Context: an optimization exercise on an open-source flow, tuned for a short achievable clock period and few clock cycles per item. The choices shown serve that exercise and are no tape-out recipe. Function was checked by simulation only, so behaviour that the tests miss may differ from the original. Power is estimated from default activity; no workload was simulated.

== the reference run ==
==> flow/design.v <==
module g_nand4(input a, b, c, d, output y); assign y = ~(a & b & c & d); endmodule
module g_a22oi(input a, b, c, d, output y); assign y = ~((a & b) | (c & d)); endmodule
module g_a22o(input a, b, c, d, output y); assign y = (a & b) | (c & d); endmodule
module g_inv(input a, output y); assign y = ~a; endmodule
module g_and2(input a, b, output y); assign y = a & b; endmodule
module g_and4(input a, b, c, d, output y); assign y = a & b & c & d; endmodule
module g_nand2(input a, b, output y); assign y = ~(a & b); endmodule
module g_nor2(input a, b, output y); assign y = ~(a | b); endmodule
module g_xor2(input a, b, output y); assign y = a ^ b; endmodule
module g_a21oi(input a1, a2, b1, output y); assign y = ~((a1 & a2) | b1); endmodule
module g_o21ai(input a1, a2, b1, output y); assign y = ~((a1 | a2) & b1); endmodule
module g_a221oi(input a, b, c, d, e, output y); assign y = ~((a & b) | (c & d) | e); endmodule
module rdec(
	input [2:0] n,
	input on,
	output [7:0] sel);
	assign sel = {8{on}} & (8'b1 << n);
endmodule
module busbit(
	input [7:0] sel,
	input [7:0] r,
	input e,
	output out,
	output outw);
	wire n0, n1, n2, n3;
	g_a22oi u0 (.a(sel[0]), .b(r[0]), .c(sel[1]), .d(r[1]), .y(n0));
	g_a22oi u1 (.a(sel[2]), .b(r[2]), .c(sel[3]), .d(r[3]), .y(n1));
	g_a22oi u2 (.a(sel[4]), .b(r[4]), .c(sel[5]), .d(r[5]), .y(n2));
	g_a221oi u3 (.a(sel[6]), .b(r[6]), .c(sel[7]), .d(r[7]), .e(e), .y(n3));
	g_nand4 u4 (.a(n0), .b(n1), .c(n2), .d(n3), .y(out));
	g_nand4 u5 (.a(n0), .b(n1), .c(n2), .d(n3), .y(outw));
endmodule
module rbit(
	input [7:0] sel,
	input [7:0] r,
	output out,
	output outn);
	wire n0, n1, n2, n3;
	g_a22oi u0 (.a(sel[0]), .b(r[0]), .c(sel[1]), .d(r[1]), .y(n0));
	g_a22oi u1 (.a(sel[2]), .b(r[2]), .c(sel[3]), .d(r[3]), .y(n1));
	g_a22oi u2 (.a(sel[4]), .b(r[4]), .c(sel[5]), .d(r[5]), .y(n2));
	g_a22oi u3 (.a(sel[6]), .b(r[6]), .c(sel[7]), .d(r[7]), .y(n3));
	g_nand4 u4 (.a(n0), .b(n1), .c(n2), .d(n3), .y(out));
	g_and4 u5 (.a(n0), .b(n1), .c(n2), .d(n3), .y(outn));
endmodule
module add16(
	input [15:0] a,
	input [15:0] b,
	output [15:0] s);
	wire [15:0] p0, g0, g1n, p1n, g2, p2, g3n, p3n, g4;
	genvar n;
	generate
		for (n = 0; n < 16; n = n + 1) begin : k
			g_xor2 u_p (.a(a[n]), .b(b[n]), .y(p0[n]));
			g_and2 u_g (.a(a[n]), .b(b[n]), .y(g0[n]));
			if (n >= 1) begin : l1
				g_a21oi u_g1 (.a1(p0[n]), .a2(g0[n-1]), .b1(g0[n]), .y(g1n[n]));
				g_nand2 u_p1 (.a(p0[n]), .b(p0[n-1]), .y(p1n[n]));
			end else begin : l1p
				g_inv u_g1 (.a(g0[n]), .y(g1n[n]));
				g_inv u_p1 (.a(p0[n]), .y(p1n[n]));
			end
			if (n >= 2) begin : l2
				g_o21ai u_g2 (.a1(p1n[n]), .a2(g1n[n-2]), .b1(g1n[n]), .y(g2[n]));
				g_nor2 u_p2 (.a(p1n[n]), .b(p1n[n-2]), .y(p2[n]));
			end else begin : l2p
				g_inv u_g2 (.a(g1n[n]), .y(g2[n]));
				g_inv u_p2 (.a(p1n[n]), .y(p2[n]));
			end
			if (n >= 4) begin : l3
				g_a21oi u_g3 (.a1(p2[n]), .a2(g2[n-4]), .b1(g2[n]), .y(g3n[n]));
				g_nand2 u_p3 (.a(p2[n]), .b(p2[n-4]), .y(p3n[n]));
			end else begin : l3p
				g_inv u_g3 (.a(g2[n]), .y(g3n[n]));
				g_inv u_p3 (.a(p2[n]), .y(p3n[n]));
			end
			if (n >= 8) begin : l4
				g_o21ai u_g4 (.a1(p3n[n]), .a2(g3n[n-8]), .b1(g3n[n]), .y(g4[n]));
			end else begin : l4p
				g_inv u_g4 (.a(g3n[n]), .y(g4[n]));
			end
			if (n >= 1) begin : sm
				g_xor2 u_s (.a(p0[n]), .b(g4[n-1]), .y(s[n]));
			end else begin : s0
				assign s[n] = p0[n];
			end
		end
	endgenerate
endmodule
module cute_processor(
	input [15:0] DIN,
	input Resetn, Clock, Run,
	output reg Done,
	output reg [15:0] BusWires);
	parameter mv = 2'b00, mvi = 2'b01;
	reg [15:0] R [0:7];
	reg [15:0] G;       
	reg sg;             
	reg si;             
	reg [2:0] px;       
	reg idle;           
	wire [1:0] op = DIN[14:13];
	wire [2:0] x = DIN[12:10];
	wire [2:0] y = DIN[9:7];
	wire busy = ~idle;
	wire acc = idle & Run;
	wire [7:0] sel_lo, sel_hi, selx;
	rdec u_ylo (.n(y), .on(idle), .sel(sel_lo));
	rdec u_yhi (.n(y), .on(idle), .sel(sel_hi));
	rdec u_x (.n(x), .on(1'b1), .sel(selx));
	wire [15:0] bus, busw;    
	wire [15:0] rx, rxn;      
	wire [15:0] e;
	genvar b;
	generate
		for (b = 0; b < 16; b = b + 1) begin : bits
			wire [7:0] rb = {R[7][b], R[6][b], R[5][b], R[4][b], R[3][b], R[2][b], R[1][b], R[0][b]};
			g_a22o u_e (.a(sg), .b(G[b]), .c(si), .d(DIN[b]), .y(e[b]));
			busbit u_bit (.sel(b < 8 ? sel_lo : sel_hi), .r(rb), .e(e[b]), .out(bus[b]), .outw(busw[b]));
			rbit u_rx (.sel(selx), .r(rb), .out(rx[b]), .outn(rxn[b]));
		end
	endgenerate
	always @(*) begin
		Done = sg | si | (acc & (op == mv));
		BusWires = bus;
	end
	always @(posedge Clock, negedge Resetn)
		if (!Resetn) begin
			sg <= 1'b0;
			si <= 1'b0;
			idle <= 1'b1;
		end else begin
			sg <= acc & op[1];
			si <= acc & (op == mvi);
			idle <= ~(acc & (op != mv));
		end
	wire [15:0] sum, nsum;
	add16 u_add (.a(rx), .b(busw), .s(sum));
	add16 u_sub (.a(rxn), .b(busw), .s(nsum));
	always @(posedge Clock) begin
		px <= x;
		G <= op[0] ? ~nsum : sum;
	end
	integer k;
	always @(posedge Clock)
		for (k = 0; k < 8; k = k + 1)
			if ((busy & (px == k)) | (acc & (op == mv) & (x == k)))
				R[k] <= busw;
endmodule
export LEC_CHECK = 0
export CAP_MARGIN = 20
export CORE_MARGIN = 2
export CORE_UTILIZATION = 40
export SETUP_SLACK_MARGIN = 3
export SLEW_MARGIN = 20
export SYNTH_HIERARCHICAL = 1
export SYNTH_MINIMUM_KEEP_SIZE = 0
create_clock -name core_clock -period 6.0 [get_ports {Clock}]
run.sh (not shown) runs the stock make flow with config.mk's settings and CLKGATE_MAP_FILE= SYNTH_SCRIPT=/design/flow/synth_recipe.tcl, a recipe that flattens the netlist after the stock synthesis.
Testbench counts of the reference run, summed over its fixed seeds: cycles 5,717, instructions 3,264.
For the trial run, these inputs were changed with respect to the reference run:
==> flow/design.v, changed modules only <==
module g_nand3(input a, b, c, output y); assign y = ~(a & b & c); endmodule
module rdec(
	input [2:0] n,
	input on,
	output [7:0] sel);
	wire [2:0] nn;
	wire [7:0] sel_n;
	wire [7:6] m_n;
	g_inv i0 (.a(n[0]), .y(nn[0]));
	g_inv i1 (.a(n[1]), .y(nn[1]));
	g_inv i2 (.a(n[2]), .y(nn[2]));
	genvar j;
	generate
		for (j = 0; j < 6; j = j + 1) begin : s
			g_nand4 d (.a(on), .b(j & 4 ? n[2] : nn[2]), .c(j & 2 ? n[1] : nn[1]), .d(j & 1 ? n[0] : nn[0]), .y(sel_n[j]));
			g_inv u (.a(sel_n[j]), .y(sel[j]));
		end
		for (j = 6; j < 8; j = j + 1) begin : t
			g_nand3 d (.a(n[2]), .b(n[1]), .c(j & 1 ? n[0] : nn[0]), .y(m_n[j]));
			g_nand2 u (.a(on), .b(m_n[j]), .y(sel[j]));
		end
	endgenerate
endmodule
module xdec(
	input [2:0] n,
	output [7:0] sel);
	wire [2:0] nn;
	wire [7:0] sel_n;
	g_inv i0 (.a(n[0]), .y(nn[0]));
	g_inv i1 (.a(n[1]), .y(nn[1]));
	g_inv i2 (.a(n[2]), .y(nn[2]));
	genvar j;
	generate
		for (j = 0; j < 8; j = j + 1) begin : s
			g_nand3 d (.a(j & 4 ? n[2] : nn[2]), .b(j & 2 ? n[1] : nn[1]), .c(j & 1 ? n[0] : nn[0]), .y(sel_n[j]));
			g_inv u (.a(sel_n[j]), .y(sel[j]));
		end
	endgenerate
endmodule
module busbit(
	input [7:0] sel,
	input [7:0] r,
	output out,
	output outw);
	wire n0, n1, n2, n3;
	g_a22oi u0 (.a(sel[0]), .b(r[0]), .c(sel[1]), .d(r[1]), .y(n0));
	g_a22oi u1 (.a(sel[2]), .b(r[2]), .c(sel[3]), .d(r[3]), .y(n1));
	g_a22oi u2 (.a(sel[4]), .b(r[4]), .c(sel[5]), .d(r[5]), .y(n2));
	g_a22oi u3 (.a(sel[6]), .b(r[6]), .c(sel[7]), .d(r[7]), .y(n3));
	g_nand4 u4 (.a(n0), .b(n1), .c(n2), .d(n3), .y(out));
	g_nand4 u5 (.a(n0), .b(n1), .c(n2), .d(n3), .y(outw));
endmodule
module cute_processor(
	input [15:0] DIN,
	input Resetn, Clock, Run,
	output reg Done,
	output reg [15:0] BusWires);
	parameter mv = 2'b00, mvi = 2'b01;
	reg [15:0] R [0:7];
	reg [15:0] G;       
	reg sg;             
	reg si;             
	reg [2:0] px;       
	reg idle;           
	wire [1:0] op = DIN[14:13];
	wire [2:0] x = DIN[12:10];
	wire [2:0] y = DIN[9:7];
	wire busy = ~idle;
	wire acc = idle & Run;
	wire [7:0] sel0, sel1, sel2, sel3, selx;    
	rdec u_y0 (.n(y), .on(idle), .sel(sel0));
	rdec u_y1 (.n(y), .on(idle), .sel(sel1));
	rdec u_y2 (.n(y), .on(idle), .sel(sel2));
	rdec u_y3 (.n(y), .on(idle), .sel(sel3));
	wire [7:0] selx_hi;
	xdec u_x (.n(x), .sel(selx));
	xdec u_xh (.n(x), .sel(selx_hi));
	wire [15:0] bus, busw;    
	wire [15:0] rx, rxn;      
	genvar b;
	generate
		for (b = 0; b < 16; b = b + 1) begin : bits
			wire [7:0] rb = {R[7][b], R[6][b], R[5][b], R[4][b], R[3][b], R[2][b], R[1][b], R[0][b]};
			wire [7:0] rbb;
			g_a22o u_e6 (.a(idle), .b(R[6][b]), .c(sg), .d(G[b]), .y(rbb[6]));
			g_a22o u_e7 (.a(idle), .b(R[7][b]), .c(si), .d(DIN[b]), .y(rbb[7]));
			assign rbb[5:0] = rb[5:0];
			busbit u_bit (.sel(b < 4 ? sel0 : b < 8 ? sel1 : b < 12 ? sel2 : sel3), .r(rbb), .out(bus[b]), .outw(busw[b]));
			rbit u_rx (.sel(b < 8 ? selx : selx_hi), .r(rb), .out(rx[b]), .outn(rxn[b]));
		end
	endgenerate
	always @(*) begin
		Done = sg | si | (acc & (op == mv));
		BusWires = bus;
	end
	always @(posedge Clock, negedge Resetn)
		if (!Resetn) begin
			sg <= 1'b0;
			si <= 1'b0;
			idle <= 1'b1;
		end else begin
			sg <= acc & op[1];
			si <= acc & (op == mvi);
			idle <= ~(acc & (op != mv));
		end
	wire [15:0] sum, nsum;
	add16 u_add (.a(rx), .b(busw), .s(sum));
	add16 u_sub (.a(rxn), .b(busw), .s(nsum));
	always @(posedge Clock) begin
		px <= x;
		G <= op[0] ? ~nsum : sum;
	end
	integer k;
	always @(posedge Clock)
		for (k = 0; k < 8; k = k + 1)
			if ((busy & (px == k)) | (acc & (op == mv) & (x == k)))
				R[k] <= busw;
endmodule
Notes after the runs:
- Total power ends up higher on the reference run.
- The trial run vs the reference run, die area went up by 3.6%.
- Between the trial run and the reference run, the insertion delay of the later-clocked pin in the worst-skew pair does not differ in any meaningful way.
- Maximum frequency: the trial run vs the reference run up 0.013 GHz
- In the reports for the trial run and the reference run, the smaller total routed wirelength belongs to the trial run.
- Slack of the critical path: the trial run and the reference run compared, higher one is the trial run
- NOTE: minimum clock period after layout in the trial run falls short of that of the reference run
- Compared with the reference run, in the trial run clock buffer count shows an increase of about 5%; final-layout worst hold slack picked up an extra 110 ps; clock network contribution to total cell area fell 0.44 points.
Testbench counts of the trial run, summed over its fixed seeds: cycles 5,717, instructions 3,264.

separate check: timing with driven ports:
In the flow no input, the clock included, has a driving cell. The finished layouts below were timed again as built, in two steps.
Step 1: set_driving_cell puts a clkbuf_16 on Clock and a buf_2 on each other input, an assumption about the parent block.
Step 2 adds t to the input delays and takes it off the output delays; t is the mean of the earliest and latest rising clock arrival at the registers after step 1. Input paths then give back, and output paths get back, about the clock's delay inside the block.
Slacks: ideal / step 1 / step 2; pairs: ideal / step 1.
run	t, ns	setup slack, ns	hold WS [ns]	slew at the worst register clock pin (ns)
the reference run	0.471	2.443 / 2.289 / 1.950	0.679 / 0.679 / 0.679	0.06 / 0.06
the trial run	0.475	2.600 / 2.431 / 2.173	0.784 / 0.784 / 0.784	0.07 / 0.07
After both steps setup and hold are still met in every run listed. The setup slack of the reference run, which loses most, moves by -0.154 ns with the drivers and by -0.493 ns with both steps.
